This is an optimization exercise on Yosys and OpenROAD, whose aim is small area, not a production implementation.
In this exercise RTL edits were held to simulation tests only and were not proved equivalent to the original.
Power is estimated from default activity; no workload was simulated.

==> flow/design.v <==
module fifo_row #(
    parameter WIDTH = 8
)(
    input   logic                       clk,
    input   logic                       i_we_n,      
    input   logic                       i_keep_n,    
    input   logic [WIDTH-1:0]           i_d,
    output  logic [WIDTH-1:0]           o_q
);
    always_ff @ (posedge clk)
        o_q <= ~(({WIDTH{i_we_n}} | i_d) & ({WIDTH{i_keep_n}} | o_q));
endmodule
module fifo_bit_r (
    input   logic                       clk,
    input   logic                       rst_n,
    input   logic                       i_we_n,
    input   logic                       i_keep_n,
    input   logic                       i_d,
    output  logic                       o_q
);
    always_ff @ (posedge clk, negedge rst_n)
        if (~rst_n) o_q <= 1'b0;
        else        o_q <= ~((i_we_n | i_d) & (i_keep_n | o_q));
endmodule
module fifo_pdec_en (
    input   logic [2:0]                 i_p,
    input   logic                       i_en,
    output  logic [7:0]                 o_y_n
);
    always_comb
        for (int k = 0; k < 8; k++)
            o_y_n[k] = ~(i_en & (i_p == k));
endmodule
module fifo_pdec (
    input   logic [2:0]                 i_p,
    output  logic [7:0]                 o_y_n
);
    always_comb
        for (int k = 0; k < 8; k++)
            o_y_n[k] = ~(i_p == k);
endmodule
module fifo_wsel (
    input   logic                       i_a_n,
    input   logic                       i_b_n,
    output  logic                       o_y
);
    assign o_y = ~(i_a_n | i_b_n);
endmodule
module fifo_inv (
    input   logic                       i_a,
    output  logic                       o_y
);
    assign o_y = ~i_a;
endmodule
module fifo_sel8 #(
    parameter WIDTH = 8
)(
    input   logic [7:0]                 i_sel_n,
    input   logic [8*WIDTH-1:0]         i_d,
    output  logic [WIDTH-1:0]           o_y
);
    logic [8*WIDTH-1:0] t;
    genvar k;
    generate
        for (k = 0; k < 8; k++) begin : g_t
            assign t[k*WIDTH +: WIDTH] = {WIDTH{i_sel_n[k]}} | i_d[k*WIDTH +: WIDTH];
        end
    endgenerate
    assign o_y = t[0*WIDTH +: WIDTH] & t[1*WIDTH +: WIDTH] & t[2*WIDTH +: WIDTH] & t[3*WIDTH +: WIDTH]
               & t[4*WIDTH +: WIDTH] & t[5*WIDTH +: WIDTH] & t[6*WIDTH +: WIDTH] & t[7*WIDTH +: WIDTH];
endmodule
module fifo #(
    parameter WIDTH         = 32,
    parameter DEPTH         = 64
)(
    input   logic                       clk,
    input   logic                       i_push,
    input   logic [WIDTH-1:0]           i_wdata,
    input   logic                       i_pop,
    output  logic [WIDTH-1:0]           o_rdata,
    output  logic                       o_full,
    output  logic                       o_empty,
    input   logic                       rst_n
);
    localparam  PTR_W   = 6;
    logic [PTR_W:0]                 wptr, rptr;
    logic [WIDTH*64-1:0]            mem;
    logic                           same;
    assign same     = (wptr[PTR_W-1:0] == rptr[PTR_W-1:0]);
    assign o_full   = same & (wptr[PTR_W] ^ rptr[PTR_W]);
    assign o_empty  = same & ~(wptr[PTR_W] ^ rptr[PTR_W]);
    logic                           wen, ren;
    assign wen      = i_push & ~o_full;
    assign ren      = i_pop & ~o_empty;
    logic [7:0]                     wlo_n, whi_n;
    fifo_pdec_en u_wlo (.i_p(wptr[2:0]), .i_en(wen), .o_y_n(wlo_n));
    fifo_pdec    u_whi (.i_p(wptr[5:3]), .o_y_n(whi_n));
    logic [63:0]                    we_n, keep_n;
    genvar i;
    generate
        for (i = 0; i < 64; i++) begin : g_row
            fifo_wsel u_wsel (.i_a_n(wlo_n[i%8]), .i_b_n(whi_n[i/8]), .o_y(keep_n[i]));
            fifo_inv  u_winv (.i_a(keep_n[i]), .o_y(we_n[i]));
            fifo_row #(.WIDTH(WIDTH)) u_row (
                .clk    (clk),
                .i_we_n   (we_n[i]),
                .i_keep_n (keep_n[i]),
                .i_d      (i_wdata),
                .o_q    (mem[i*WIDTH +: WIDTH])
            );
        end
    endgenerate
    logic [7:0]                     rlo_n, rhi_n;
    always_comb begin
        for (int k = 0; k < 8; k++) begin
            rlo_n[k] = (rptr[2:0] != k);
            rhi_n[k] = (rptr[5:3] != k);
        end
    end
    logic [8*WIDTH-1:0]             part;
    generate
        for (i = 0; i < 8; i++) begin : g_grp
            fifo_sel8 #(.WIDTH(WIDTH)) u_sel (
                .i_sel_n(rlo_n),
                .i_d    (mem[i*8*WIDTH +: 8*WIDTH]),
                .o_y    (part[i*WIDTH +: WIDTH])
            );
        end
    endgenerate
    fifo_sel8 #(.WIDTH(WIDTH)) u_sel_top (.i_sel_n(rhi_n), .i_d(part), .o_y(o_rdata));
    always_ff @ (posedge clk, negedge rst_n) begin
        if (~rst_n)     wptr <= '0;
        else if (wen)   wptr <= wptr + 1'b1;
    end
    always_ff @ (posedge clk, negedge rst_n) begin
        if (~rst_n)     rptr <= '0;
        else if (ren)   rptr <= rptr + 1'b1;
    end
endmodule
module uart_tx #(
    parameter DATA_WIDTH    = 8
)(
    input   logic                       clk,
    input   logic                       i_tx_en,
    input   logic [DATA_WIDTH-1:0]      i_tx_data,       
    input   logic                       i_phase,         
    input   logic                       i_cfg_parity,
    input   logic [1:0]                 i_cfg_bits,
    input   logic [1:0]                 i_cfg_baud,
    output  logic                       o_tx_serial,
    output  logic                       o_tx_busy,
    output  logic                       o_tx_done,
    input   logic                       rst_n
);
    localparam logic [2:0] IDLE = 3'd0, START = 3'd1, DATA = 3'd2, PARITY = 3'd3, STOP = 3'd4;
    logic [2:0]     state;
    logic [13:0]    baud_cnt;        
    logic [2:0]     bit_cnt;
    logic [7:0]     tx_data_reg;     
    logic           tx_parity_reg;
    function automatic logic has(input logic [13:0] c, input logic [13:0] v);
        has = ((c & v) == v);
    endfunction
    logic           tick;
    always_comb begin
        case (i_cfg_baud)
            2'd0:    tick = has(baud_cnt, 14'd867);
            2'd1:    tick = has(baud_cnt, 14'd5207);
            2'd2:    tick = has(baud_cnt, 14'd10415);
            default: tick = 1'b1;
        endcase
    end
    logic           last_bit;
    assign last_bit = bit_cnt[2] & (bit_cnt[1:0] == i_cfg_bits);
    logic           cur_bit;
    assign cur_bit  = tx_data_reg[bit_cnt] ^ i_phase;
    assign o_tx_busy = (state != IDLE);
    always_comb begin
        case (state)
            START:   o_tx_serial = 1'b0;
            DATA:    o_tx_serial = cur_bit;
            PARITY:  o_tx_serial = tx_parity_reg;
            default: o_tx_serial = 1'b1;
        endcase
    end
    logic           idle;
    assign idle = (state == IDLE);
    fifo_row #(.WIDTH(8)) u_data (
        .clk      (clk),
        .i_we_n   (o_tx_busy),
        .i_keep_n (idle),
        .i_d      (i_tx_data),
        .o_q      (tx_data_reg)
    );
    always_ff @ (posedge clk) begin
        if (state == IDLE || tick) baud_cnt <= '0;
        else                       baud_cnt <= baud_cnt + 1'b1;
        if (state == IDLE) begin
            tx_parity_reg   <= 1'b0;
        end else if (state == DATA && tick) begin
            tx_parity_reg   <= tx_parity_reg ^ cur_bit;
        end
    end
    always_ff @ (posedge clk, negedge rst_n) begin
        if (~rst_n) begin
            state           <= IDLE;
            bit_cnt         <= '0;
            o_tx_done       <= 1'b0;
        end else begin
            o_tx_done       <= (state == STOP) & tick;
            case (state)
                IDLE: begin
                    if (i_tx_en) state <= START;
                end
                START: begin
                    if (tick) state <= DATA;
                end
                DATA: begin
                    if (tick) begin
                        if (last_bit) begin
                            bit_cnt     <= '0;
                            state       <= i_cfg_parity ? PARITY : STOP;
                        end else begin
                            bit_cnt     <= bit_cnt + 1'b1;
                        end
                    end
                end
                PARITY: begin
                    if (tick) state <= STOP;
                end
                default: begin
                    if (tick) state <= IDLE;
                end
            endcase
        end
    end
endmodule
module uart_rx #(
    parameter DATA_WIDTH    = 8
)(
    input   logic                       clk,
    input   logic                       i_rx_en,
    input   logic                       i_rx_serial,
    input   logic                       i_phase,         
    input   logic                       i_cfg_parity,
    input   logic [1:0]                 i_cfg_bits,
    input   logic [1:0]                 i_cfg_baud,
    output  logic [DATA_WIDTH-1:0]      o_rx_data,       
    output  logic                       o_rx_busy,
    output  logic                       o_rx_done,
    input   logic                       rst_n
);
    localparam logic [2:0] IDLE = 3'd0, START = 3'd1, DATA = 3'd2, PARITY = 3'd3, STOP = 3'd4;
    logic [2:0]     state;
    logic [13:0]    baud_cnt;        
    logic [2:0]     bit_cnt;
    logic           tick;            
    logic [7:0]     wr;
    logic           sample;
    assign sample = i_rx_serial ^ i_phase;
    genvar k;
    generate
        for (k = 0; k < 8; k++) begin : g_bit
            assign wr[k] = (state == DATA) & tick & (bit_cnt == k);
            if (k < 5) begin : g_lo
                fifo_row #(.WIDTH(1)) u_bit (
                    .clk (clk), .i_we_n (~wr[k]), .i_keep_n (wr[k]),
                    .i_d (sample), .o_q (o_rx_data[k]));
            end else begin : g_hi
                fifo_bit_r u_bit (
                    .clk (clk), .rst_n (rst_n), .i_we_n (~wr[k]), .i_keep_n (wr[k]),
                    .i_d (sample), .o_q (o_rx_data[k]));
            end
        end
    endgenerate
    function automatic logic has(input logic [13:0] c, input logic [13:0] v);
        has = ((c & v) == v);
    endfunction
    always_comb begin
        tick = 1'b1;
        case (i_cfg_baud)
            2'd0: case (state)
                    START:   tick = has(baud_cnt, 14'd433);
                    STOP:    tick = has(baud_cnt, 14'd1300);
                    default: tick = has(baud_cnt, 14'd867);
                  endcase
            2'd1: case (state)
                    START:   tick = has(baud_cnt, 14'd2603);
                    STOP:    tick = has(baud_cnt, 14'd7810);
                    default: tick = has(baud_cnt, 14'd5207);
                  endcase
            2'd2: case (state)
                    START:   tick = has(baud_cnt, 14'd5207);
                    STOP:    tick = has(baud_cnt, 14'd15622);
                    default: tick = has(baud_cnt, 14'd10415);
                  endcase
            default: tick = 1'b1;
        endcase
    end
    logic           last_bit;
    assign last_bit = bit_cnt[2] & (bit_cnt[1:0] == i_cfg_bits);
    assign o_rx_busy = (state != IDLE);
    always_ff @ (posedge clk) begin
        if (state == IDLE || tick) baud_cnt <= '0;
        else                       baud_cnt <= baud_cnt + 1'b1;
    end
    always_ff @ (posedge clk, negedge rst_n) begin
        if (~rst_n) begin
            state           <= IDLE;
            bit_cnt         <= '0;
            o_rx_done       <= 1'b0;
        end else begin
            o_rx_done       <= (state == STOP) & tick;
            case (state)
                IDLE: begin
                    if (i_rx_en && ~i_rx_serial) state <= START;
                end
                START: begin
                    if (tick && ~i_rx_serial) state <= DATA;
                end
                DATA: begin
                    if (tick) begin
                        if (last_bit) begin
                            bit_cnt     <= '0;
                            state       <= i_cfg_parity ? PARITY : STOP;
                        end else begin
                            bit_cnt     <= bit_cnt + 1'b1;
                        end
                    end
                end
                PARITY: begin
                    if (tick) state <= STOP;
                end
                default: begin
                    if (tick) state <= IDLE;
                end
            endcase
        end
    end
endmodule
module uart_fifo_top (
    input  logic        clk,
    input  logic        rst_n,
    input  logic        cfg_parity,
    input  logic [1:0]  cfg_bits,
    input  logic [1:0]  cfg_baud,
    input  logic        tx_push,
    input  logic [7:0]  tx_wdata,
    output logic        tx_full,
    output logic        tx_empty,
    output logic        tx_serial,
    output logic        tx_busy,
    output logic        tx_done,
    input  logic        rx_en,
    input  logic        rx_serial,
    input  logic        rx_pop,
    output logic [7:0]  rx_rdata,
    output logic        rx_full,
    output logic        rx_empty,
    output logic        rx_busy,
    output logic        rx_done
);
    logic [7:0] tx_fifo_rdata;
    logic       tx_start;
    logic [7:0] rx_data;
    logic [7:0] rx_fifo_rdata;
    logic       phase;
    always_ff @ (posedge clk, negedge rst_n) begin
        if (~rst_n) phase <= 1'b0;
        else        phase <= ~phase;
    end
    assign tx_start = ~tx_empty & ~tx_busy;
    fifo #(.WIDTH(8), .DEPTH(64)) u_tx_fifo (
        .clk     (clk),
        .i_push  (tx_push),
        .i_wdata (tx_wdata ^ {8{phase}}),
        .i_pop   (tx_start),
        .o_rdata (tx_fifo_rdata),
        .o_full  (tx_full),
        .o_empty (tx_empty),
        .rst_n   (rst_n)
    );
    uart_tx #(.DATA_WIDTH(8)) u_uart_tx (
        .clk          (clk),
        .i_tx_en      (tx_start),
        .i_tx_data    (tx_fifo_rdata),
        .i_phase      (phase),
        .i_cfg_parity (cfg_parity),
        .i_cfg_bits   (cfg_bits),
        .i_cfg_baud   (cfg_baud),
        .o_tx_serial  (tx_serial),
        .o_tx_busy    (tx_busy),
        .o_tx_done    (tx_done),
        .rst_n        (rst_n)
    );
    uart_rx #(.DATA_WIDTH(8)) u_uart_rx (
        .clk          (clk),
        .i_rx_en      (rx_en),
        .i_rx_serial  (rx_serial),
        .i_phase      (phase),
        .i_cfg_parity (cfg_parity),
        .i_cfg_bits   (cfg_bits),
        .i_cfg_baud   (cfg_baud),
        .o_rx_data    (rx_data),
        .o_rx_busy    (rx_busy),
        .o_rx_done    (rx_done),
        .rst_n        (rst_n)
    );
    fifo #(.WIDTH(8), .DEPTH(64)) u_rx_fifo (
        .clk     (clk),
        .i_push  (rx_done),
        .i_wdata (rx_data),
        .i_pop   (rx_pop),
        .o_rdata (rx_fifo_rdata),
        .o_full  (rx_full),
        .o_empty (rx_empty),
        .rst_n   (rst_n)
    );
    assign rx_rdata = rx_fifo_rdata ^ {8{phase}};
endmodule
==> flow/flow/run.sh <==
#!/bin/bash
# Standard layout, with one extra step after placement-time resizing: every
# logic cell and register is set to the smallest drive strength of its own
# function, and the port buffers to buf_1 (the later repair steps upsize
# whatever then needs it). Each tool's output goes to a log of its own.
set -euo pipefail
R=orfs/results/${FLOW_PLATFORM}/uart_fifo_top/base
bash standard.sh synth > synth.log 2>&1
bash standard.sh 3_4_place_resized > place.log 2>&1
RESULTS=$R openroad -no_init -exit flow/downsize.tcl > downsize.log 2>&1
bash standard.sh finish > finish.log 2>&1
==> flow/flow/downsize.tcl <==
# Set every logic cell and register of the placed design to the smallest
# cell of the same function (same name but the drive-strength suffix), and
# the port buffers to buf_1.
set odb $::env(RESULTS)/3_4_place_resized.odb
read_db $odb
set db [ord::get_db]
set block [ord::get_db_block]
set skip {^sky130_fd_sc_hd__(tap|fill|decap|diode|conb|clk|buf|inv|dly|lpflow|probe)}
set saved 0
set n 0
foreach inst [$block getInsts] {
    set m [$inst getMaster]
    set name [$m getName]
    set iname [$inst getName]
    if {[regexp {^(input|output)[0-9]+$} $iname] && [regexp {^sky130_fd_sc_hd__(buf|clkbuf|clkdlybuf4s[0-9]+)_[0-9]+$} $name]} {
        set best [$db findMaster sky130_fd_sc_hd__buf_1]
    } elseif {[regexp $skip $name]} {
        continue
    } elseif {[regexp {^(sky130_fd_sc_hd__\w+?)_(\d+)$} $name -> fam drv]} {
        set best $m
        foreach d {0 1 2} {
            set c [$db findMaster ${fam}_$d]
            if {$c ne "NULL" && $c ne "" && [$c getWidth] < [$best getWidth]} {
                set best $c
            }
        }
    } else {
        continue
    }
    if {[$best getName] ne $name} {
        set saved [expr {$saved + [$m getWidth] - [$best getWidth]}]
        incr n
        puts "swap $iname $name -> [$best getName]"
        $inst swapMaster $best
    }
}
puts "downsized $n instances, width saved [expr {$saved / 1000.0}] um"
write_db $odb
==> flow/standard.sh <==
#!/bin/bash
# synth_recipe.tcl (not shown) runs the flow's synth.tcl, then flattens the netlist and writes it again
# the make line also repeats each setting of config.mk as NAME=value (left out here)
make -C /OpenROAD-flow-scripts/flow DESIGN_CONFIG=/design/flow/config.mk WORK_HOME=/design/flow/orfs CLKGATE_MAP_FILE= SYNTH_SCRIPT=/design/flow/synth_recipe.tcl "${@:-finish}"
==> flow/config.mk <==
export PLATFORM = sky130hd
export DESIGN_NAME = uart_fifo_top
export DESIGN_NICKNAME = uart_fifo_top
export VERILOG_FILES = /design/flow/design.v
export SDC_FILE = /design/flow/constraint.sdc
export NUM_CORES = 4
export LEC_CHECK = 0
export CAP_MARGIN = 20
export CORE_MARGIN = 2
export CORE_UTILIZATION = 55
export CTS_BUF_LIST = sky130_fd_sc_hd__clkbuf_16
export CTS_CLUSTER_DIAMETER = 150
export CTS_CLUSTER_SIZE = 30
export SLEW_MARGIN = 20
export SYNTH_HIERARCHICAL = 1
export SYNTH_MINIMUM_KEEP_SIZE = 0
==> flow/constraint.sdc <==
create_clock -name core_clock -period 10.0 [get_ports {clk}]
set_input_delay 2.0000 -clock core_clock [delete_from_list [all_inputs] [get_ports {clk}]]
set_output_delay 2.0000 -clock core_clock [all_outputs]
set_load 0.01 [all_outputs]
==> qor.json, run 1 <==
{
  "worstSetupStartpointType": "register",
  "ys_dominant_reg_cell": "sky130_fd_sc_hd__dfxtp_1",
  "dr_total_vias": 32730,
  "final.setup_skew_ns": 0.04431,
  "grt_pass1_vias": 31430,
  "fp.dieArea_um2": 90280,
  "wl_per_cell_um": 27.21,
  "crit_family": "simple AND/OR/NAND/NOR gates",
  "detail_route.first_pass.iterations": 6,
  "netlist_area_um2": 48340,
  "hold_path_end": "u_rx_fifo.g_row[25].u_row.o_q[2]",
  "route.final.wire_length_mm": 132.3,
  "p_leak_uw": 0.01474,
  "drt_drc_violations_left": 0,
  "mappedNetlistNets": 4036,
  "synth-edff-count": 0,
  "grt_first_pass_wirelength_mm": 198.6,
  "grt_usage_pct": 28.19,
  "postCtsResizedCells": 0,
  "timing.critical_path.buf_inv": 3,
  "finalMaxSlewViolations": 0,
  "crit_path_cell_trace": "ha_1 -> ha_1 -> inv_2 -> buf_4 -> o22ai_1 -> nor4_1 -> o22ai_1 -> nor4_1 -> xor2_1 -> buf_1",
  "timing.critical_path.to_type": "output port",
  "top_library_cells_by_usage_in_the_layout_fill_and_taps_aside": "1,617 x sky130_fd_sc_hd__o22ai_1, 1,062 x sky130_fd_sc_hd__dfxtp_1, 190 x sky130_fd_sc_hd__nor2_1",
  "grt_start_max_net_pins": 65,
  "share_of_flip_flops_with_an_asynchronous_set_or_reset_after_synthesis_pct": 4.137,
  "routed_via_density": 6.731,
  "post_layout_nonfiller_instances": 4863,
  "later_pin_clock_latency_in_the_skew_report_ns": 0.64,
  "synth-seq-cells": 1112,
  "crit_type": "register to output port",
  "final_common_cell": "sky130_fd_sc_hd__o22ai_1",
  "tightest_slew_ns": 1.196,
  "io_buffers": 35,
  "yosysUniqueCellTypes": 61,
  "final_hold_viol_count": 0,
  "seq_area_frac_synth_pct": 46.53,
  "finish.instance_area_um2": 40530,
  "rsz0062_at_grt": "no",
  "vdd_drop_max_mv": 0.2667,
  "antenna_violating_nets_post_route": 0,
  "crit-reg2reg-launch": "u_rx_fifo.wptr[4]",
  "clock.fmax_mhz": 147.8,
  "timing.max_cap.violations": 0,
  "cts_max_path_buffers": 3,
  "core_area_um2": 86890,
  "die_w_um": 300.5,
  "area_growth_pct": -16.16,
  "result_of_the_run": "timing/DRC/antenna clean",
  "place.detailed.instances": 4809,
  "cp_slowest_cell": "sky130_fd_sc_hd__nor4_1",
  "hp-start": "u_rx_fifo.g_row[25].u_row.o_q[2]",
  "powerDensity_nw_per_um2": 294.1,
  "finalHoldWorstSlack_ns": 0.4510,
  "reg2reg_to": "u_rx_fifo.g_row[62].u_row.o_q[0]",
  "syn_inst": 3994,
  "yosysWarningCount": 15,
  "cts.repair_timing.setup_buffer_count": 0,
  "num_rows": 108,
  "root_buffer_cell": "sky130_fd_sc_hd__clkbuf_16",
  "clkSinkCount": 1112,
  "die_height_um": 300.5,
  "placer_congestion_estimate": 0.9115,
  "initial_core_util_pct": 55.63,
  "hold_depth": 1,
  "antenna_violations_before_repair": 0,
  "final_net_count": 3741,
  "synth.avg_cell_area_um2": 12.10,
  "cts-buffers-inserted": 43,
  "rrSetupSlack_ns": 5.72,
  "clk_transition_reported_paths_ns": 0.11,
  "post_route_cells_drive_above_1_share_pct": 3.129,
  "finalSetupViolCount": 0,
  "tritoncts": "yes",
  "tightest_hold_check_type": "register to register",
  "layout_top_registers": "u_rx_fifo.g_row.u_row.o_q x512, u_tx_fifo.g_row.u_row.o_q x512",
  "maxSlewHeadroom_pct": 19.80,
  "dp.final_hpwl_mm": 83.65,
  "final_core_utilization_pct": 46.64,
  "pin_count": 36,
  "cp_max_fo": 48,
  "cts.htree.levels": 2,
  "finalWorstPathRequiredPeriod_ns": 6.766,
  "globalRouteOverflowTotal": 0,
  "required_ns": 8.00,
  "placed_cell_area_um2": 39280,
  "max_stage_delay_ns": 0.80,
  "rr_worst_depth": 8,
  "layout_worst_path_cycle_share_pct": 67.66,
  "tns_ns": 0,
  "timing.critical_path.arrival_ns": 4.77,
  "dr.first_iter.drc_count": 3468,
  "hold_buffers": 0
}
[power breakdown]
group          switching, uW  internal [uW]  leakage, uW
clock network           1380            824     0.000603
logic                   2250           1170      0.00437
registers                868           5430      0.00977
[layer usage]
layer,global-route usage (%),vias to the layer above,wire length (um)
met5,0,-,0
met3,3.665,254,8550
li1,-,14800,-
met2,46.44,1447,61840
met4,10.25,0,5067
met1,37.94,16230,56890
[synth_stat cells (6+ instances only)]
| library cell | n | area (um2) |
|---|---|---|
| sky130_fd_sc_hd__and3_1 | 11 | 68.82 |
| sky130_fd_sc_hd__buf_2 | 41 | 205.2 |
| sky130_fd_sc_hd__buf_4 | 166 | 1246 |
| sky130_fd_sc_hd__buf_6 | 155 | 1745 |
| sky130_fd_sc_hd__clkbuf_1 | 25 | 93.84 |
| sky130_fd_sc_hd__clkbuf_2 | 36 | 180.2 |
| sky130_fd_sc_hd__dfrtp_1 | 46 | 1151 |
| sky130_fd_sc_hd__dfxtp_1 | 1066 | 21340 |
| sky130_fd_sc_hd__ha_1 | 23 | 287.8 |
| sky130_fd_sc_hd__inv_1 | 161 | 604.3 |
| sky130_fd_sc_hd__nand2_1 | 50 | 187.7 |
| sky130_fd_sc_hd__nand3_1 | 37 | 185.2 |
| sky130_fd_sc_hd__nand3b_1 | 11 | 82.58 |
| sky130_fd_sc_hd__nand4_1 | 13 | 81.33 |
| sky130_fd_sc_hd__nand4b_1 | 7 | 61.31 |
| sky130_fd_sc_hd__nand4bb_1 | 6 | 67.56 |
| sky130_fd_sc_hd__nor2_1 | 190 | 713.2 |
| sky130_fd_sc_hd__nor3_1 | 17 | 85.08 |
| sky130_fd_sc_hd__nor4_2 | 144 | 1802 |
| sky130_fd_sc_hd__o21ai_0 | 12 | 60.06 |
| sky130_fd_sc_hd__o22ai_1 | 584 | 3654 |
| sky130_fd_sc_hd__o22ai_2 | 1033 | 12920 |
| sky130_fd_sc_hd__or3_1 | 7 | 43.79 |
| sky130_fd_sc_hd__or3b_1 | 6 | 52.55 |
| sky130_fd_sc_hd__xnor2_1 | 29 | 254.0 |
| sky130_fd_sc_hd__xor2_1 | 50 | 437.9 |
[worst max-delay path by stage]
stage                                  from                         endpoint  slack (ns)  cells past startpoint
after global routing      u_rx_fifo.rptr[0]                      rx_rdata[2]        3.14                     10
after floorplan                 tx_wdata[5]  u_tx_fifo.g_row[0].u_row.o_q[5]        3.40                      2
after detailed placement  u_rx_fifo.rptr[0]                      rx_rdata[2]        3.97                     10
after CTS                 u_rx_fifo.rptr[0]                      rx_rdata[2]        3.25                     10
final                     u_rx_fifo.rptr[0]                      rx_rdata[2]        3.23                     10
after global placement    u_rx_fifo.rptr[0]                      rx_rdata[2]        4.02                     10
[layout make-up]
| class | instances | area (um2) |
|---|---|---|
| Antenna cell | 1 | 2.502 |
| Clock buffer | 45 | 1126 |
| Clock inverter | 8 | 56.30 |
| Fill cell | 8154 | 46360 |
| Inverter | 161 | 604.3 |
| Multi-Input combinational cell | 2297 | 14300 |
| Sequential cell | 1112 | 22500 |
| Tap cell | 1155 | 1445 |
| Timing Repair Buffer | 84 | 499.2 |
[per-module statistics from Yosys, one instance, submodules excluded, excerpt]
| module | area (um2) | cells | flip-flops and latches | times used |
|---|---|---|---|---|
| fifo_bit_r | 31.28 | 2 | 1 | 3 |
| fifo_inv | 3.754 | 1 | 0 | 128 |
| fifo_pdec | 60.06 | 8 | 0 | 2 |
| fifo_pdec_en | 76.32 | 8 | 0 | 2 |
| fifo_wsel | 3.754 | 1 | 0 | 128 |
| uart_fifo_top | 203.9 | 21 | 1 | 1 |
[cell families after synthesis]
kind of cell | synth area share [%]
fa+ha+maj | 0.5953
xor+xnor | 1.566
mux | 0.3494
flops | 46.53
buf+inv | 8.472
simple gates | 7.462
compound gates | 35.03
[stage by stage]
stage	total power, uW	worst slack [ns]
5_1_grt	12430	3.142
2_1_floorplan	9535	3.401
3_5_place_dp	9698	3.966
3_3_place_gp	10690	4.018
6_report	11920	3.234
4_1_cts	11870	3.254
==> run 2, diff against run 1 <==
--- a/flow/design.v
+++ b/flow/design.v
@@ -10,6 +10,17 @@
     always_ff @ (posedge clk)
         o_q <= ~(({WIDTH{i_we_n}} | i_d) & ({WIDTH{i_keep_n}} | o_q));
 endmodule
+module fifo_row_f #(
+    parameter WIDTH = 8
+)(
+    input   logic                       clk,
+    input   logic                       i_x,
+    input   logic [WIDTH-1:0]           i_y,
+    output  logic [WIDTH-1:0]           o_q
+);
+    always_ff @ (posedge clk)
+        o_q <= ~(o_q | ({WIDTH{i_x}} & i_y));
+endmodule
 module fifo_bit_r (
     input   logic                       clk,
     input   logic                       rst_n,
@@ -71,9 +82,11 @@
 endmodule
 module fifo #(
     parameter WIDTH         = 32,
-    parameter DEPTH         = 64
+    parameter DEPTH         = 64,
+    parameter FORCE         = 0
 )(
     input   logic                       clk,
+    input   logic                       i_pre,
     input   logic                       i_push,
     input   logic [WIDTH-1:0]           i_wdata,
     input   logic                       i_pop,
@@ -92,22 +105,39 @@
     logic                           wen, ren;
     assign wen      = i_push & ~o_full;
     assign ren      = i_pop & ~o_empty;
+    logic                           wsel;
+    generate
+        if (FORCE) begin : g_wsel_f
+            assign wsel = (i_pre & (~o_full | i_pop)) | wen;
+        end else begin : g_wsel
+            assign wsel = wen;
+        end
+    endgenerate
     logic [7:0]                     wlo_n, whi_n;
-    fifo_pdec_en u_wlo (.i_p(wptr[2:0]), .i_en(wen), .o_y_n(wlo_n));
+    fifo_pdec_en u_wlo (.i_p(wptr[2:0]), .i_en(wsel), .o_y_n(wlo_n));
     fifo_pdec    u_whi (.i_p(wptr[5:3]), .o_y_n(whi_n));
     logic [63:0]                    we_n, keep_n;
     genvar i;
     generate
         for (i = 0; i < 64; i++) begin : g_row
             fifo_wsel u_wsel (.i_a_n(wlo_n[i%8]), .i_b_n(whi_n[i/8]), .o_y(keep_n[i]));
-            fifo_inv  u_winv (.i_a(keep_n[i]), .o_y(we_n[i]));
-            fifo_row #(.WIDTH(WIDTH)) u_row (
-                .clk    (clk),
-                .i_we_n   (we_n[i]),
-                .i_keep_n (keep_n[i]),
-                .i_d      (i_wdata),
-                .o_q    (mem[i*WIDTH +: WIDTH])
-            );
+            if (FORCE) begin : g_f
+                fifo_row_f #(.WIDTH(WIDTH)) u_row (
+                    .clk    (clk),
+                    .i_x    (keep_n[i]),
+                    .i_y    (i_wdata),
+                    .o_q    (mem[i*WIDTH +: WIDTH])
+                );
+            end else begin : g_t
+                fifo_inv  u_winv (.i_a(keep_n[i]), .o_y(we_n[i]));
+                fifo_row #(.WIDTH(WIDTH)) u_row (
+                    .clk      (clk),
+                    .i_we_n   (we_n[i]),
+                    .i_keep_n (keep_n[i]),
+                    .i_d      (i_wdata),
+                    .o_q      (mem[i*WIDTH +: WIDTH])
+                );
+            end
         end
     endgenerate
     logic [7:0]                     rlo_n, rhi_n;
@@ -248,6 +278,7 @@
     output  logic [DATA_WIDTH-1:0]      o_rx_data,       
     output  logic                       o_rx_busy,
     output  logic                       o_rx_done,
+    output  logic                       o_rx_done_next,  
     input   logic                       rst_n
 );
     localparam logic [2:0] IDLE = 3'd0, START = 3'd1, DATA = 3'd2, PARITY = 3'd3, STOP = 3'd4;
@@ -300,6 +331,7 @@
     logic           last_bit;
     assign last_bit = bit_cnt[2] & (bit_cnt[1:0] == i_cfg_bits);
     assign o_rx_busy = (state != IDLE);
+    assign o_rx_done_next = (state == STOP) & tick;
     always_ff @ (posedge clk) begin
         if (state == IDLE || tick) baud_cnt <= '0;
         else                       baud_cnt <= baud_cnt + 1'b1;
@@ -310,7 +342,7 @@
             bit_cnt         <= '0;
             o_rx_done       <= 1'b0;
         end else begin
-            o_rx_done       <= (state == STOP) & tick;
+            o_rx_done       <= o_rx_done_next;
             case (state)
                 IDLE: begin
                     if (i_rx_en && ~i_rx_serial) state <= START;
@@ -364,14 +396,16 @@
     logic       tx_start;
     logic [7:0] rx_data;
     logic [7:0] rx_fifo_rdata;
+    logic       rx_done_next;
     logic       phase;
     always_ff @ (posedge clk, negedge rst_n) begin
         if (~rst_n) phase <= 1'b0;
         else        phase <= ~phase;
     end
     assign tx_start = ~tx_empty & ~tx_busy;
-    fifo #(.WIDTH(8), .DEPTH(64)) u_tx_fifo (
+    fifo #(.WIDTH(8), .DEPTH(64), .FORCE(0)) u_tx_fifo (
         .clk     (clk),
+        .i_pre   (1'b0),
         .i_push  (tx_push),
         .i_wdata (tx_wdata ^ {8{phase}}),
         .i_pop   (tx_start),
@@ -404,10 +438,12 @@
         .o_rx_data    (rx_data),
         .o_rx_busy    (rx_busy),
         .o_rx_done    (rx_done),
+        .o_rx_done_next (rx_done_next),
         .rst_n        (rst_n)
     );
-    fifo #(.WIDTH(8), .DEPTH(64)) u_rx_fifo (
+    fifo #(.WIDTH(8), .DEPTH(64), .FORCE(1)) u_rx_fifo (
         .clk     (clk),
+        .i_pre   (rx_done_next),
         .i_push  (rx_done),
         .i_wdata (rx_data),
         .i_pop   (rx_pop),
--- a/flow/config.mk
+++ b/flow/config.mk
@@ -7,10 +7,10 @@
 export LEC_CHECK = 0
 export CAP_MARGIN = 20
 export CORE_MARGIN = 2
-export CORE_UTILIZATION = 55
+export CORE_UTILIZATION = 65
 export CTS_BUF_LIST = sky130_fd_sc_hd__clkbuf_16
 export CTS_CLUSTER_DIAMETER = 150
-export CTS_CLUSTER_SIZE = 30
+export CTS_CLUSTER_SIZE = 32
 export SLEW_MARGIN = 20
 export SYNTH_HIERARCHICAL = 1
 export SYNTH_MINIMUM_KEEP_SIZE = 0
==> run 2 against run 1 <==
Effect of this change:
- sequential cell count stayed put
- synthesized cell count down 3.2%
- sequential power is 3% lower
- die area shrank 23%
- clock skew decreased by 0.022 ns
- critical endpoint unchanged
- non-clock buffer count decreased by 6
- fmax up 0.46%
- first-iteration DRC count grew 0.78%
==> qor.json, run 2 <==
{
  "result_of_the_run": "timing/DRC/antenna clean",
  "routed_via_density": {"value": 6.872, "change": "+2.1%"},
  "mappedNetlistNets": {"value": 3909, "change": "-3.1%"},
  "layout_worst_path_cycle_share": {"value": 67.35, "unit": "%", "change": "-0.31 points"},
  "core_area": {"value": 67160, "unit": "um2", "change": "-23%"},
  "vdd_drop_max": {"value": 0.2219, "unit": "mV", "change": "-17%"},
  "route.final.wire_length": {"value": 115.4, "unit": "mm", "change": "-13%"},
  "syn_inst": {"value": 3867, "change": "-3.2%"},
  "area_growth_pct": -11.02,
  "maxSlewHeadroom": {"value": 14.22, "unit": "%", "change": "-5.6 points"},
  "tightest_slew": {"value": 1.279, "unit": "ns", "change": "+0.08336 ns"},
  "antenna_violating_nets_post_route": {"value": 0, "change": "unchanged"},
  "fp.dieArea": {"value": 69810, "unit": "um2", "change": "-23%"},
  "power_report.internal_total": {"value": 7730, "unit": "uW", "change": "+4.2%"},
  "pin_count": {"value": 36, "change": "unchanged"},
  "dr.first_iter.drc_count": {"value": 3495, "change": "+0.78%"},
  "initial_core_util": {"value": 65.53, "unit": "%", "change": "+9.9 points"},
  "finalSetupViolCount": {"value": 0, "change": "unchanged"},
  "grt_usage": {"value": 31.85, "unit": "%", "change": "+3.7 points"},
  "antenna_violations_before_repair": {"value": 0, "change": "unchanged"},
  "clk_transition_reported_paths": {"value": 0.12, "unit": "ns", "change": "about the same"},
  "timing.critical_path.arrival": {"value": 4.73, "unit": "ns", "change": "-0.04 ns"},
  "die_height": {"value": 264.2, "unit": "um", "change": "-12%"},
  "powerDensity": {"value": 324.4, "unit": "nW/um2", "change": "+10%"},
  "finalMaxSlewViolations": {"value": 0, "change": "unchanged"},
  "netlist_area": {"value": 44010, "unit": "um2", "change": "-9.0%"},
  "final_common_cell": "sky130_fd_sc_hd__o22ai_1",
  "grt_first_pass_wirelength": {"value": 176.1, "unit": "mm", "change": "-11%"},
  "tightest_hold_check_type": "register to register",
  "finalWorstPathRequiredPeriod": {"value": 6.735, "unit": "ns", "change": "-0.03069 ns"},
  "grt_start_max_net_pins": {"value": 66, "change": "+1.5%"},
  "tritoncts": "yes",
  "final_net_count": {"value": 3669, "change": "-1.9%"},
  "wl_per_cell": {"value": 25.58, "unit": "um", "change": "-6.0%"},
  "cts-buffers-inserted": {"value": 40, "change": "-7.0%"},
  "cts.repair_timing.setup_buffer_count": {"value": 0, "change": "unchanged"},
  "drt_drc_violations_left": {"value": 0, "change": "unchanged"},
  "sequentialPowerShare": {"value": 48.0, "unit": "%", "change": "-4.8 points"},
  "yosysWarningCount": {"value": 17, "change": "+2"},
  "combinationalPowerShare": {"value": 35.6, "unit": "%", "change": "+6.9 points"},
  "p_leak": {"value": 0.01420, "unit": "uW", "change": "-3.7%"},
  "grt_pass1_vias": {"value": 28990, "change": "-7.8%"},
  "power.share.switching": {"value": 39.15, "unit": "%", "change": "+1.4 points"},
  "post_route_cells_drive_above_1_share": {"value": 2.859, "unit": "%", "change": "-0.27 points"},
  "die_w": {"value": 264.2, "unit": "um", "change": "-12%"},
  "postCtsResizedCells": {"value": 0, "change": "unchanged"},
  "cts.htree.levels": {"value": 2, "change": "unchanged"},
  "rsz0062_at_grt": "no",
  "final_hold_viol_count": {"value": 0, "change": "unchanged"},
  "power.net_switching": {"value": 4975, "unit": "uW", "change": "+11%"},
  "num_rows": {"value": 95, "change": "-12%"},
  "timing.critical_path.to_type": "output port",
  "placer_congestion_estimate": {"value": 1.071, "change": "+17%"},
  "cp_max_fo": {"value": 48, "change": "unchanged"},
  "dr_total_vias": {"value": 31000, "change": "-5.3%"},
  "globalRouteOverflowTotal": {"value": 0, "change": "unchanged"},
  "layout_top_registers": "u_rx_fifo.g_row.g_f.u_row.o_q x512, u_tx_fifo.g_row.g_t.u_row.o_q x512",
  "final.setup_skew": {"value": 0.02270, "unit": "ns", "change": "-0.02161 ns"},
  "top_library_cells_by_usage_in_the_layout_fill_and_taps_aside": "1,105 x sky130_fd_sc_hd__o22ai_1, 1,066 x sky130_fd_sc_hd__dfxtp_1, 516 x sky130_fd_sc_hd__a21oi_1",
  "worstSetupStartpointType": "register",
  "dp.final_hpwl": {"value": 73.29, "unit": "mm", "change": "-12%"},
  "final_core_utilization": {"value": 58.31, "unit": "%", "change": "+12 points"},
  "crit_type": "register to output port",
  "synth.avg_cell_area": {"value": 11.38, "unit": "um2", "change": "-6.0%"},
  "tns": {"value": 0, "unit": "ns", "change": "unchanged"},
  "io_buffers": {"value": 35, "change": "unchanged"},
  "cts_max_path_buffers": {"value": 3, "change": "unchanged"},
  "required": {"value": 8.00, "unit": "ns", "change": "about the same"},
  "total_inserted_antenna_cells": {"value": 0, "change": "-1"},
  "power.clock.fraction": {"value": 16.4, "unit": "%", "change": "-2.1 points"},
  "number_of_inserted_filler_cells_in_the_final_layout": {"value": 5724, "change": "-30%"},
  "hold_buffers": {"value": 0, "change": "unchanged"},
  "root_buffer_cell": "sky130_fd_sc_hd__clkbuf_16",
  "timing.max_cap.violations": {"value": 0, "change": "unchanged"},
  "later_pin_clock_latency_in_the_skew_report": {"value": 0.64, "unit": "ns", "change": "about the same"},
  "detail_route.first_pass.iterations": {"value": 6, "change": "unchanged"},
  "clkSinkCount": {"value": 1112, "change": "unchanged"},
  "clock.fmax": {"value": 148.5, "unit": "MHz", "change": "+0.46%"}
}
[run 2: worst max-delay path, cell delays in order, from the launching register on]
cell and delay, ns:
sky130_fd_sc_hd__dfrtp_1 0.52, sky130_fd_sc_hd__inv_1 0.12, sky130_fd_sc_hd__ha_1 0.23, sky130_fd_sc_hd__nand2_1 0.58, sky130_fd_sc_hd__buf_4 0.60, sky130_fd_sc_hd__o22ai_1 0.20, sky130_fd_sc_hd__nor4_1 0.55, sky130_fd_sc_hd__o22ai_1 0.35
sky130_fd_sc_hd__nor4_1 0.46, sky130_fd_sc_hd__xor2_1 0.24, sky130_fd_sc_hd__buf_1 0.19
[run 2: final cells by class]
type	count	area [um2]	area share, %
Inverter	95	356.6	0.9106
Multi-Input combinational cell	2300	13670	34.91
Sequential cell	1112	22490	57.43
Timing Repair Buffer	78	461.7	1.179
Clock inverter	12	60.06	0.1534
Clock buffer	41	1026	2.620
Tap cell	873	1092	2.789
[run 2: final timing paths]
path | startpoint | to | slack, ns | cells past startpoint
max in group asynchronous | rst_n | u_rx_fifo.rptr[5] | 8.05 | 2
min | u_rx_fifo.g_row[63].g_f.u_row.o_q[2] | u_rx_fifo.g_row[63].g_f.u_row.o_q[2] | 0.41 | 1
max | u_rx_fifo.rptr[0] | rx_rdata[2] | 3.27 | 10
min reg2reg | u_rx_fifo.g_row[63].g_f.u_row.o_q[2] | u_rx_fifo.g_row[63].g_f.u_row.o_q[2] | 0.41 | 1
min in group asynchronous | rst_n | u_uart_tx.o_tx_done | 1.48 | 2
max reg2reg | u_uart_rx.state[0] | u_rx_fifo.g_row[50].g_f.u_row.o_q[1] | 4.55 | 10
[run 2: power by group through the flow]
stage / sequential [uW] / combinational (uW) / clock [uW]
final: 6100 / 4520 / 2080
after global routing: 6200 / 4790 / 2260
after CTS: 6070 / 4420 / 2120
after global placement: 6280 / 5400 / 0
after detailed placement: 6150 / 4410 / 0
after floorplan: 6230 / 4000 / 0
[run 2: per-stage QoR]
step	setup WS (ns)	power, uW	area, um2	hold slack [ns]	std cells
detailed placement	3.772	10570	38010	0.3995	4457
CTS	3.162	12610	39100	0.4159	4510
global placement	3.528	11670	42950	0.3978	4457
global route	3.117	13250	39160	0.4232	4511
finish	3.265	12710	39160	0.4141	4511
floorplan	3.401	10230	44010	0.3891	3867
[run 2: layer usage]
layer	GRT usage (%)	vias to the layer above	wire length (um)
li1	-	14170	-
met1	44.14	15200	49930
met2	50.22	1369	52370
met3	3.971	264	7640
met4	14.00	0	5432
met5	0	-	0
==> run 3, diff against run 2 <==
--- a/flow/config.mk
+++ b/flow/config.mk
@@ -7,10 +7,10 @@
 export LEC_CHECK = 0
 export CAP_MARGIN = 20
 export CORE_MARGIN = 2
-export CORE_UTILIZATION = 65
+export CORE_UTILIZATION = 55
 export CTS_BUF_LIST = sky130_fd_sc_hd__clkbuf_16
 export CTS_CLUSTER_DIAMETER = 150
-export CTS_CLUSTER_SIZE = 32
+export CTS_CLUSTER_SIZE = 30
 export SLEW_MARGIN = 20
 export SYNTH_HIERARCHICAL = 1
 export SYNTH_MINIMUM_KEEP_SIZE = 0
==> run 3 against run 2 <==
Effect of this change:
- fmax shrank 2.1%
- sequential cell count is the same
- sequential share of layout area shrank 0.50 points
- still clean
- sequential power grew 0.7%
- clock skew grew 0.027 ns
- synthesized area is the same
- clock-buffer cell count grew 4
- worst setup slack lost 0.14 ns
- via count shrank 0.63%
==> qor.json, run 3 <==
{
  "die_w": {"value": 286.9, "unit": "um", "change": "+8.6%"},
  "number_of_inserted_filler_cells_in_the_final_layout": {"value": 7302, "change": "+28%"},
  "area_growth_pct": -10.21,
  "antenna_violating_nets_post_route": {"value": 0, "change": "unchanged"},
  "postCtsResizedCells": {"value": 0, "change": "unchanged"},
  "dp.final_hpwl": {"value": 76.35, "unit": "mm", "change": "+4.2%"},
  "pin_count": {"value": 36, "change": "unchanged"},
  "synth.avg_cell_area": {"value": 11.38, "unit": "um2", "change": "unchanged"},
  "die_height": {"value": 286.9, "unit": "um", "change": "+8.6%"},
  "fp.dieArea": {"value": 82300, "unit": "um2", "change": "+18%"},
  "crit_type": "register to output port",
  "cts-buffers-inserted": {"value": 43, "change": "+7.5%"},
  "p_leak": {"value": 0.01426, "unit": "uW", "change": "+0.44%"},
  "grt_start_max_net_pins": {"value": 66, "change": "unchanged"},
  "final_common_cell": "sky130_fd_sc_hd__o22ai_1",
  "layout_worst_path_cycle_share": {"value": 68.78, "unit": "%", "change": "+1.4 points"},
  "required": {"value": 8.00, "unit": "ns", "change": "about the same"},
  "io_buffers": {"value": 35, "change": "unchanged"},
  "vdd_drop_max": {"value": 0.2099, "unit": "mV", "change": "-5.4%"},
  "grt_usage": {"value": 28.09, "unit": "%", "change": "-3.8 points"},
  "layout_top_registers": "u_rx_fifo.g_row.g_f.u_row.o_q x512, u_tx_fifo.g_row.g_t.u_row.o_q x512",
  "clk_transition_reported_paths": {"value": 0.11, "unit": "ns", "change": "about the same"},
  "timing.max_cap.violations": {"value": 0, "change": "unchanged"},
  "syn_inst": {"value": 3867, "change": "unchanged"},
  "tns": {"value": 0, "unit": "ns", "change": "unchanged"},
  "finalWorstPathRequiredPeriod": {"value": 6.878, "unit": "ns", "change": "+0.1428 ns"},
  "post_layout_nonfiller_instances": {"value": 4693, "change": "+4.0%"},
  "timing.critical_path.to_type": "output port",
  "total_inserted_antenna_cells": {"value": 0, "change": "unchanged"},
  "initial_core_util": {"value": 55.62, "unit": "%", "change": "-9.9 points"},
  "placer_congestion_estimate": {"value": 0.8821, "change": "-18%"},
  "netlist_area": {"value": 44010, "unit": "um2", "change": "unchanged"},
  "detail_route.first_pass.iterations": {"value": 6, "change": "unchanged"},
  "wl_per_cell": {"value": 25.45, "unit": "um", "change": "-0.48%"},
  "globalRouteOverflowTotal": {"value": 0, "change": "unchanged"},
  "maxSlewHeadroom": {"value": 24.65, "unit": "%", "change": "+10 points"},
  "route.final.wire_length": {"value": 119.5, "unit": "mm", "change": "+3.5%"},
  "core_area": {"value": 79130, "unit": "um2", "change": "+18%"},
  "cts.repair_timing.setup_buffer_count": {"value": 0, "change": "unchanged"},
  "final_hold_viol_count": {"value": 0, "change": "unchanged"},
  "cts.htree.levels": {"value": 2, "change": "unchanged"},
  "final_net_count": {"value": 3674, "change": "+0.14%"},
  "tightest_slew": {"value": 1.121, "unit": "ns", "change": "-0.1588 ns"},
  "finalMaxSlewViolations": {"value": 0, "change": "unchanged"},
  "num_rows": {"value": 103, "change": "+8.4%"},
  "rsz0062_at_grt": "no",
  "dr.first_iter.drc_count": {"value": 2846, "change": "-19%"},
  "worstSetupStartpointType": "register",
  "sequential_cell_area": {"value": 22500, "unit": "um2", "change": "about the same"},
  "mappedNetlistNets": {"value": 3909, "change": "unchanged"},
  "top_library_cells_by_usage_in_the_layout_fill_and_taps_aside": "1,105 x sky130_fd_sc_hd__o22ai_1, 1,065 x sky130_fd_sc_hd__dfxtp_1, 516 x sky130_fd_sc_hd__a21oi_1",
  "grt_pass1_vias": {"value": 29550, "change": "+1.9%"},
  "clock.fmax": {"value": 145.4, "unit": "MHz", "change": "-2.1%"},
  "root_buffer_cell": "sky130_fd_sc_hd__clkbuf_16",
  "tightest_hold_check_type": "register to register",
  "post_route_cells_drive_above_1_share": {"value": 3.019, "unit": "%", "change": "+0.16 points"},
  "cp_max_fo": {"value": 40, "change": "-17%"},
  "drt_drc_violations_left": {"value": 0, "change": "unchanged"},
  "area_used_by_multi_input_combinational_logic": {"value": 13650, "unit": "um2", "change": "-0.16%"},
  "place.detailed.instances": {"value": 4633, "change": "+3.9%"},
  "hold_buffers": {"value": 0, "change": "unchanged"},
  "antenna_violations_before_repair": {"value": 0, "change": "unchanged"},
  "rrSetupSlack": {"value": 5.10, "unit": "ns", "change": "+0.55 ns"},
  "final.setup_skew": {"value": 0.04933, "unit": "ns", "change": "+0.02664 ns"},
  "tritoncts": "yes",
  "finalSetupViolCount": {"value": 0, "change": "unchanged"},
  "timing.critical_path.arrival": {"value": 4.88, "unit": "ns", "change": "+0.15 ns"},
  "cts_max_path_buffers": {"value": 3, "change": "unchanged"},
  "result_of_the_run": "timing/DRC/antenna clean",
  "yosysWarningCount": {"value": 17, "change": "unchanged"},
  "dr_total_vias": {"value": 30810, "change": "-0.63%"},
  "clkSinkCount": {"value": 1112, "change": "unchanged"},
  "powerDensity": {"value": 325.2, "unit": "nW/um2", "change": "+0.22%"},
  "grt_first_pass_wirelength": {"value": 180.8, "unit": "mm", "change": "+2.7%"},
  "later_pin_clock_latency_in_the_skew_report": {"value": 0.64, "unit": "ns", "change": "about the same"},
  "routed_via_density": {"value": 6.564, "change": "-4.5%"}
}
## run 3: cell count changes in the layout (fill, tap and decap cells not counted), sizes merged
| cell | delta |
|---|---|
| clkbuf | +4 |
| buf | +2 |
| inv | -2 |
| clkinv | +1 |
## run 3: layout make-up
cell class | instances | share of cell area, %
tap | 1050 | 3.324
timing repair buffer | 80 | 1.273
sequential | 1112 | 56.94
multi-input combinational | 2300 | 34.54
inverter | 95 | 0.9023
clock buffer | 45 | 2.849
clock inverter | 11 | 0.1710
## run 3: through the flow
| step | cell area, um2 | total power [uW] | worst slack (ns) | hold slack [ns] | util (%) |
|---|---|---|---|---|---|
| CTS | 39420 | 12780 | 3.192 | 0.4149 | 49.81 |
| floorplan | 44010 | 10230 | 3.401 | 0.3891 | - |
| global route | 39520 | 13440 | 2.969 | 0.4210 | 49.94 |
| detailed placement | 38220 | 10630 | 3.864 | 0.3998 | 48.30 |
| finish | 39520 | 12850 | 3.122 | 0.4133 | 49.94 |
| global placement | 43170 | 11760 | 3.966 | 0.3967 | 54.55 |
## run 3: worst max-delay path, stage by stage, from the launching register on
cell,delay [ns]
sky130_fd_sc_hd__dfrtp_1,0.52
sky130_fd_sc_hd__inv_1,0.11
sky130_fd_sc_hd__ha_1,0.22
sky130_fd_sc_hd__nand2_1,0.74
sky130_fd_sc_hd__buf_4,0.57
sky130_fd_sc_hd__o22ai_1,0.22
sky130_fd_sc_hd__nor4_1,0.65
sky130_fd_sc_hd__o22ai_1,0.25
sky130_fd_sc_hd__nor4_1,0.53
sky130_fd_sc_hd__xor2_1,0.23
sky130_fd_sc_hd__buf_1,0.17
## run 3: power breakdown
part / leakage, uW / internal, uW / switching [uW]
clock: 0.000619 / 825 / 1350
sequential: 0.0102 / 5400 / 737
combinational: 0.00349 / 1590 / 2950
## run 3: final timing paths
check	start	end	cells after the start
worst max register to register	u_uart_rx.state[0]	u_rx_fifo.g_row[11].g_f.u_row.o_q[5]	11
worst min register to register	u_rx_fifo.g_row[13].g_f.u_row.o_q[3]	u_rx_fifo.g_row[13].g_f.u_row.o_q[3]	1
worst max-delay path	u_rx_fifo.rptr[0]	rx_rdata[4]	10
worst min-delay path	u_rx_fifo.g_row[13].g_f.u_row.o_q[3]	u_rx_fifo.g_row[13].g_f.u_row.o_q[3]	1
min in group asynchronous	rst_n	u_uart_tx.o_tx_done	2
max in group asynchronous	rst_n	u_uart_rx.g_bit[6].g_hi.u_bit.o_q	2
## run 3: metal layers
layer	up-vias	share of wire [%]	routed length, um	global-route usage, %
li1	14160	-	-	-
met1	15180	43	51080	37.22
met2	1239	48	56870	47.25
met3	224	5.6	6727	3.111
met4	0	4.0	4776	10.70
met5	-	0	0	0
==> run 4, diff against run 3 <==
--- a/flow/design.v
+++ b/flow/design.v
@@ -80,6 +80,15 @@
     assign o_y = t[0*WIDTH +: WIDTH] & t[1*WIDTH +: WIDTH] & t[2*WIDTH +: WIDTH] & t[3*WIDTH +: WIDTH]
                & t[4*WIDTH +: WIDTH] & t[5*WIDTH +: WIDTH] & t[6*WIDTH +: WIDTH] & t[7*WIDTH +: WIDTH];
 endmodule
+module fifo_pdec2_en (
+    input   logic [1:0]                 i_p,
+    input   logic                       i_en,
+    output  logic [3:0]                 o_y_n
+);
+    always_comb
+        for (int k = 0; k < 4; k++)
+            o_y_n[k] = ~(i_en & (i_p == k));
+endmodule
 module fifo #(
     parameter WIDTH         = 32,
     parameter DEPTH         = 64,
@@ -97,6 +106,7 @@
 );
     localparam  PTR_W   = 6;
     logic [PTR_W:0]                 wptr, rptr;
+    logic [PTR_W:0]                 wptr_inc;
     logic [WIDTH*64-1:0]            mem;
     logic                           same;
     assign same     = (wptr[PTR_W-1:0] == rptr[PTR_W-1:0]);
@@ -105,38 +115,61 @@
     logic                           wen, ren;
     assign wen      = i_push & ~o_full;
     assign ren      = i_pop & ~o_empty;
-    logic                           wsel;
-    generate
-        if (FORCE) begin : g_wsel_f
-            assign wsel = (i_pre & (~o_full | i_pop)) | wen;
-        end else begin : g_wsel
-            assign wsel = wen;
-        end
-    endgenerate
-    logic [7:0]                     wlo_n, whi_n;
-    fifo_pdec_en u_wlo (.i_p(wptr[2:0]), .i_en(wsel), .o_y_n(wlo_n));
-    fifo_pdec    u_whi (.i_p(wptr[5:3]), .o_y_n(whi_n));
-    logic [63:0]                    we_n, keep_n;
+    assign wptr_inc = wptr + 1'b1;
     genvar i;
     generate
-        for (i = 0; i < 64; i++) begin : g_row
-            fifo_wsel u_wsel (.i_a_n(wlo_n[i%8]), .i_b_n(whi_n[i/8]), .o_y(keep_n[i]));
-            if (FORCE) begin : g_f
-                fifo_row_f #(.WIDTH(WIDTH)) u_row (
-                    .clk    (clk),
-                    .i_x    (keep_n[i]),
-                    .i_y    (i_wdata),
-                    .o_q    (mem[i*WIDTH +: WIDTH])
-                );
-            end else begin : g_t
-                fifo_inv  u_winv (.i_a(keep_n[i]), .o_y(we_n[i]));
-                fifo_row #(.WIDTH(WIDTH)) u_row (
-                    .clk      (clk),
-                    .i_we_n   (we_n[i]),
-                    .i_keep_n (keep_n[i]),
-                    .i_d      (i_wdata),
-                    .o_q      (mem[i*WIDTH +: WIDTH])
-                );
+        if (FORCE == 2) begin : g_f2
+            logic c63, f_w, f_w1, en_e, en_o, wr_e, wr_o;
+            assign c63  = (wptr_inc[PTR_W-1:0] == rptr[PTR_W-1:0]);
+            assign f_w  = ~o_full | ren;
+            assign f_w1 = ~o_full & (~c63 | ren);
+            assign en_e = wptr[0] ? f_w1 : f_w;
+            assign en_o = wptr[0] ? f_w  : f_w1;
+            assign wr_e = wen & rst_n & ~wptr[0];
+            assign wr_o = wen & rst_n &  wptr[0];
+            logic [WIDTH-1:0] y_e, y_o;
+            assign y_e = i_wdata | {WIDTH{~wr_e}};
+            assign y_o = i_wdata | {WIDTH{~wr_o}};
+            logic [3:0] elo_n, olo_n;
+            logic [7:0] ehi_n, ohi_n;
+            fifo_pdec2_en u_elo (.i_p(wptr_inc[2:1]), .i_en(en_e), .o_y_n(elo_n));
+            fifo_pdec     u_ehi (.i_p(wptr_inc[5:3]), .o_y_n(ehi_n));
+            fifo_pdec2_en u_olo (.i_p(wptr[2:1]),     .i_en(en_o), .o_y_n(olo_n));
+            fifo_pdec     u_ohi (.i_p(wptr[5:3]),     .o_y_n(ohi_n));
+            for (i = 0; i < 64; i++) begin : g_row
+                logic x;
+                if (i % 2 == 0) begin : g_e
+                    fifo_wsel u_wsel (.i_a_n(elo_n[(i/2)%4]), .i_b_n(ehi_n[i/8]), .o_y(x));
+                    fifo_row_f #(.WIDTH(WIDTH)) u_row (
+                        .clk (clk), .i_x (x), .i_y (y_e), .o_q (mem[i*WIDTH +: WIDTH]));
+                end else begin : g_o
+                    fifo_wsel u_wsel (.i_a_n(olo_n[(i/2)%4]), .i_b_n(ohi_n[i/8]), .o_y(x));
+                    fifo_row_f #(.WIDTH(WIDTH)) u_row (
+                        .clk (clk), .i_x (x), .i_y (y_o), .o_q (mem[i*WIDTH +: WIDTH]));
+                end
+            end
+        end else begin : g_f01
+            logic wsel;
+            if (FORCE == 1) begin : g_wsel_f
+                assign wsel = (i_pre & (~o_full | i_pop)) | wen;
+            end else begin : g_wsel
+                assign wsel = wen;
+            end
+            logic [7:0] wlo_n, whi_n;
+            fifo_pdec_en u_wlo (.i_p(wptr[2:0]), .i_en(wsel), .o_y_n(wlo_n));
+            fifo_pdec    u_whi (.i_p(wptr[5:3]), .o_y_n(whi_n));
+            for (i = 0; i < 64; i++) begin : g_row
+                logic keep_n, we_n;
+                fifo_wsel u_wsel (.i_a_n(wlo_n[i%8]), .i_b_n(whi_n[i/8]), .o_y(keep_n));
+                if (FORCE == 1) begin : g_f
+                    fifo_row_f #(.WIDTH(WIDTH)) u_row (
+                        .clk (clk), .i_x (keep_n), .i_y (i_wdata), .o_q (mem[i*WIDTH +: WIDTH]));
+                end else begin : g_t
+                    fifo_inv  u_winv (.i_a(keep_n), .o_y(we_n));
+                    fifo_row #(.WIDTH(WIDTH)) u_row (
+                        .clk (clk), .i_we_n (we_n), .i_keep_n (keep_n),
+                        .i_d (i_wdata), .o_q (mem[i*WIDTH +: WIDTH]));
+                end
             end
         end
     endgenerate
@@ -160,7 +193,7 @@
     fifo_sel8 #(.WIDTH(WIDTH)) u_sel_top (.i_sel_n(rhi_n), .i_d(part), .o_y(o_rdata));
     always_ff @ (posedge clk, negedge rst_n) begin
         if (~rst_n)     wptr <= '0;
-        else if (wen)   wptr <= wptr + 1'b1;
+        else if (wen)   wptr <= wptr_inc;
     end
     always_ff @ (posedge clk, negedge rst_n) begin
         if (~rst_n)     rptr <= '0;
@@ -403,7 +436,7 @@
         else        phase <= ~phase;
     end
     assign tx_start = ~tx_empty & ~tx_busy;
-    fifo #(.WIDTH(8), .DEPTH(64), .FORCE(0)) u_tx_fifo (
+    fifo #(.WIDTH(8), .DEPTH(64), .FORCE(2)) u_tx_fifo (
         .clk     (clk),
         .i_pre   (1'b0),
         .i_push  (tx_push),
==> run 4 against run 3 <==
Effect of this change:
- still clean
- register-to-register slack improved by 0.16 ns
- clock skew fell by 0.0043 ns
- clock-buffer cell count did not move
- routed wire length fell by 1.7%
- total power rose by 4.4%
- utilization rose by 4.4 points
- largest cell class unchanged
==> qor.json, run 4 <==
{
  "result_of_the_run": "timing/DRC/antenna clean",
  "hp-start": "u_tx_fifo.g_f2.g_row[15].g_o.u_row.o_q[7]",
  "dr.first_iter.drc_count": {"value": 3247, "change": "+14%"},
  "antenna_violating_nets_post_route": {"value": 0, "change": "unchanged"},
  "globalRouteOverflowTotal": {"value": 0, "change": "unchanged"},
  "rsz0062_at_grt": "no",
  "dp.final_hpwl": {"value": 71.68, "unit": "mm", "change": "-6.1%"},
  "powerDensity": {"value": 344.2, "unit": "nW/um2", "change": "+5.9%"},
  "finalMaxSlewViolations": {"value": 0, "change": "unchanged"},
  "final_hold_viol_count": {"value": 0, "change": "unchanged"},
  "syn_inst": {"value": 3782, "change": "-2.2%"},
  "final_core_utilization": {"value": 54.32, "unit": "%", "change": "+4.4 points"},
  "timing.critical_path.arrival": {"value": 4.38, "unit": "ns", "change": "-0.50 ns"},
  "initial_core_util": {"value": 55.79, "unit": "%", "change": "+0.17 points"},
  "netlist_area": {"value": 40020, "unit": "um2", "change": "-9.1%"},
  "timing.max_cap.violations": {"value": 0, "change": "unchanged"},
  "antenna_violations_before_repair": {"value": 1, "change": "+1"},
  "tightest_slew": {"value": 1.190, "unit": "ns", "change": "+0.06901 ns"},
  "synth.avg_cell_area": {"value": 10.58, "unit": "um2", "change": "-7.0%"},
  "cp_max_fo": {"value": 64, "change": "+60%"},
  "postCtsResizedCells": {"value": 0, "change": "unchanged"},
  "final.setup_skew": {"value": 0.04507, "unit": "ns", "change": "-0.004266 ns"},
  "vdd_drop_max": {"value": 0.4403, "unit": "mV", "change": "+110%"},
  "routed_via_density": {"value": 6.580, "change": "+0.24%"},
  "clkSinkCount": {"value": 1112, "change": "unchanged"},
  "finalSetupViolCount": {"value": 0, "change": "unchanged"},
  "grt_start_max_net_pins": {"value": 66, "change": "unchanged"},
  "pin_count": {"value": 36, "change": "unchanged"},
  "design_power_total": {"value": 13410, "unit": "uW", "change": "+4.4%"},
  "mappedNetlistNets": {"value": 3824, "change": "-2.2%"},
  "placed_cell_area": {"value": 37450, "unit": "um2", "change": "-2.0%"},
  "reg2reg_to": "u_rx_fifo.g_f01.g_row[50].g_f.u_row.o_q[4]",
  "grt_first_pass_wirelength": {"value": 176.7, "unit": "mm", "change": "-2.3%"},
  "top_library_cells_by_usage_in_the_layout_fill_and_taps_aside": "1,066 x sky130_fd_sc_hd__dfxtp_1, 1,030 x sky130_fd_sc_hd__a21oi_1, 595 x sky130_fd_sc_hd__o22ai_1",
  "grt_usage": {"value": 30.48, "unit": "%", "change": "+2.4 points"},
  "worstSetupStartpointType": "register",
  "required": {"value": 8.00, "unit": "ns", "change": "about the same"},
  "top_usage_layer": "met2",
  "layout_worst_path_cycle_share": {"value": 63.79, "unit": "%", "change": "-5.0 points"},
  "cts.repair_timing.setup_buffer_count": {"value": 0, "change": "unchanged"},
  "pre_cts_ws": {"value": 3.840, "unit": "ns", "change": "-0.02424 ns"},
  "drt_drc_violations_left": {"value": 0, "change": "unchanged"},
  "top_register": "u_rx_fifo.g_f01.g_row.g_f.u_row.o_q",
  "cts_max_path_buffers": {"value": 3, "change": "unchanged"},
  "cts.htree.levels": {"value": 2, "change": "unchanged"},
  "finish.instance_area": {"value": 38960, "unit": "um2", "change": "-1.4%"},
  "clock.fmax": {"value": 156.8, "unit": "MHz", "change": "+7.8%"},
  "yosysWarningCount": {"value": 18, "change": "+1"},
  "core_area": {"value": 71730, "unit": "um2", "change": "-9.3%"},
  "tritoncts": "yes",
  "tns": {"value": 0, "unit": "ns", "change": "unchanged"},
  "root_buffer_cell": "sky130_fd_sc_hd__clkbuf_16",
  "rr_worst_depth": {"value": 11, "change": "unchanged"},
  "crit-reg2reg-launch": "u_uart_rx.baud_cnt[0]",
  "maxSlewHeadroom": {"value": 20.49, "unit": "%", "change": "-4.2 points"},
  "rrSetupSlack": {"value": 5.26, "unit": "ns", "change": "+0.16 ns"},
  "layout_top_registers": "u_rx_fifo.g_f01.g_row.g_f.u_row.o_q x512, u_tx_fifo.g_f2.g_row.g_e.u_row.o_q x256, u_tx_fifo.g_f2.g_row.g_o.u_row.o_q x256",
  "grtUsageMet1": {"value": 40.68, "unit": "%", "change": "+3.5 points"},
  "tightest_hold_check_type": "register to register",
  "hold_buffers": {"value": 0, "change": "unchanged"},
  "grt_util_met3": {"value": 3.930, "unit": "%", "change": "+0.82 points"},
  "dr_total_vias": {"value": 30010, "change": "-2.6%"},
  "route.final.wire_length": {"value": 117.5, "unit": "mm", "change": "-1.7%"},
  "timing.critical_path.to_type": "output port",
  "finalWorstPathRequiredPeriod": {"value": 6.379, "unit": "ns", "change": "-0.4986 ns"},
  "final_common_cell": "sky130_fd_sc_hd__dfxtp_1",
  "cts-buffers-inserted": {"value": 43, "change": "unchanged"},
  "post_route_cells_drive_above_1_share": {"value": 3.296, "unit": "%", "change": "+0.28 points"},
  "later_pin_clock_latency_in_the_skew_report": {"value": 0.64, "unit": "ns", "change": "about the same"},
  "timing.final.ws_setup": {"value": 3.621, "unit": "ns", "change": "+0.4986 ns"},
  "area_growth_pct": -2.633,
  "clk_transition_reported_paths": {"value": 0.11, "unit": "ns", "change": "about the same"},
  "die_height": {"value": 273.7, "unit": "um", "change": "-4.6%"},
  "detail_route.first_pass.iterations": {"value": 6, "change": "unchanged"},
  "hold_depth": {"value": 1, "change": "unchanged"},
  "io_buffers": {"value": 35, "change": "unchanged"},
  "wl_per_cell": {"value": 25.76, "unit": "um", "change": "+1.2%"},
  "p_leak": {"value": 0.01450, "unit": "uW", "change": "+1.7%"},
  "crit_type": "register to output port",
  "grt_pass1_vias": {"value": 28620, "change": "-3.1%"},
  "globalRouteMet2Util": {"value": 48.74, "unit": "%", "change": "+1.5 points"},
  "flip_flop_count_of_the_largest_register_after_layout": 512,
  "placer_congestion_estimate": {"value": 0.8814, "change": "about the same"},
  "num_rows": {"value": 98, "change": "-4.9%"},
  "die_w": {"value": 273.7, "unit": "um", "change": "-4.6%"},
  "hold_path_end": "u_tx_fifo.g_f2.g_row[15].g_o.u_row.o_q[7]",
  "fp.dieArea": {"value": 74930, "unit": "um2", "change": "-9.0%"},
  "final_net_count": {"value": 3645, "change": "-0.79%"}
}
run 4: where the power goes:
| group | switching [uW] | internal (uW) |
|---|---|---|
| Sequential | 789 | 5500 |
| Clock | 1330 | 822 |
| Combinational | 3320 | 1640 |
run 4: worst max path at each step:
stage / from / to / slack (ns) / cells past startpoint
after floorplan: cfg_baud[0] / u_rx_fifo.g_f01.g_row[0].g_f.u_row.o_q[5] / 5.71 / 10
after global placement: cfg_baud[0] / u_rx_fifo.g_f01.g_row[9].g_f.u_row.o_q[1] / 3.49 / 10
after detailed placement: cfg_baud[0] / u_rx_fifo.g_f01.g_row[9].g_f.u_row.o_q[6] / 3.84 / 10
after CTS: u_rx_fifo.rptr[2] / rx_rdata[3] / 3.66 / 10
after global routing: u_rx_fifo.rptr[2] / rx_rdata[3] / 3.48 / 10
final: u_rx_fifo.rptr[0] / rx_rdata[3] / 3.62 / 10
run 4: metal layers:
layer	wire (um)	part of all wire, %
met4	6158	5.2
met3	7956	6.8
met5	0	0
met2	53750	46
met1	49610	42
run 4: stage by stage:
stage | std cells | hold WS (ns)
final | 4561 | 0.4093
after global placement | 4495 | 0.3971
after detailed placement | 4495 | 0.3991
after CTS | 4547 | 0.4113
after floorplan | 3782 | 0.3891
after global routing | 4560 | 0.4214
run 4: layout make-up:
type / count / area [um2]
Timing Repair Buffer: 74 / 606.8
Antenna cell: 1 / 2.502
Tap cell: 950 / 1189
Clock inverter: 7 / 52.55
Multi-Input combinational cell: 2347 / 13390
Fill cell: 6366 / 32770
Clock buffer: 45 / 1126
Sequential cell: 1112 / 22500
Inverter: 25 / 96.34
run 4: critical path: stages (launching register included):
cell                      delay [ns]
sky130_fd_sc_hd__dfrtp_1        0.50
sky130_fd_sc_hd__ha_1           0.29
sky130_fd_sc_hd__ha_1           0.21
sky130_fd_sc_hd__inv_2          0.05
sky130_fd_sc_hd__buf_4          0.58
sky130_fd_sc_hd__o22ai_1        0.21
sky130_fd_sc_hd__nor4_1         0.60
sky130_fd_sc_hd__o22ai_1        0.32
sky130_fd_sc_hd__nor4_1         0.53
sky130_fd_sc_hd__xor2_1         0.19
sky130_fd_sc_hd__buf_1          0.17

-- port drivers added, routing unchanged --
The flow's constraints put no driver on any port. The routed layouts listed below were extracted and timed again, unchanged, in two steps.
Step 1 sets driving cells, clkbuf_16 on the clock port and buf_2 on the other inputs (assumed; they add their load-dependent delay and slew).
Step 2 times the ports against the registers' clock, not the clock port: input delays grow and output delays shrink by t, the midpoint of the rising clock arrivals with the driver on.
a / b / c = no drivers / after step 1 / after step 2; a / b = the first two.
| run | t (ns) | setup WS [ns] | worst setup path at the end |
|---|---|---|---|
| run 1 | 0.691 | 3.234 / 3.160 / 3.851 | register to output |
| run 2 | 0.692 | 3.265 / 3.197 / 3.469 | input to register |
| run 3 | 0.685 | 3.122 / 3.050 / 3.736 | register to output |
| run 4 | 0.681 | 3.621 / 3.556 / 3.771 | input to register |
After both steps setup and hold are still met in every run listed.
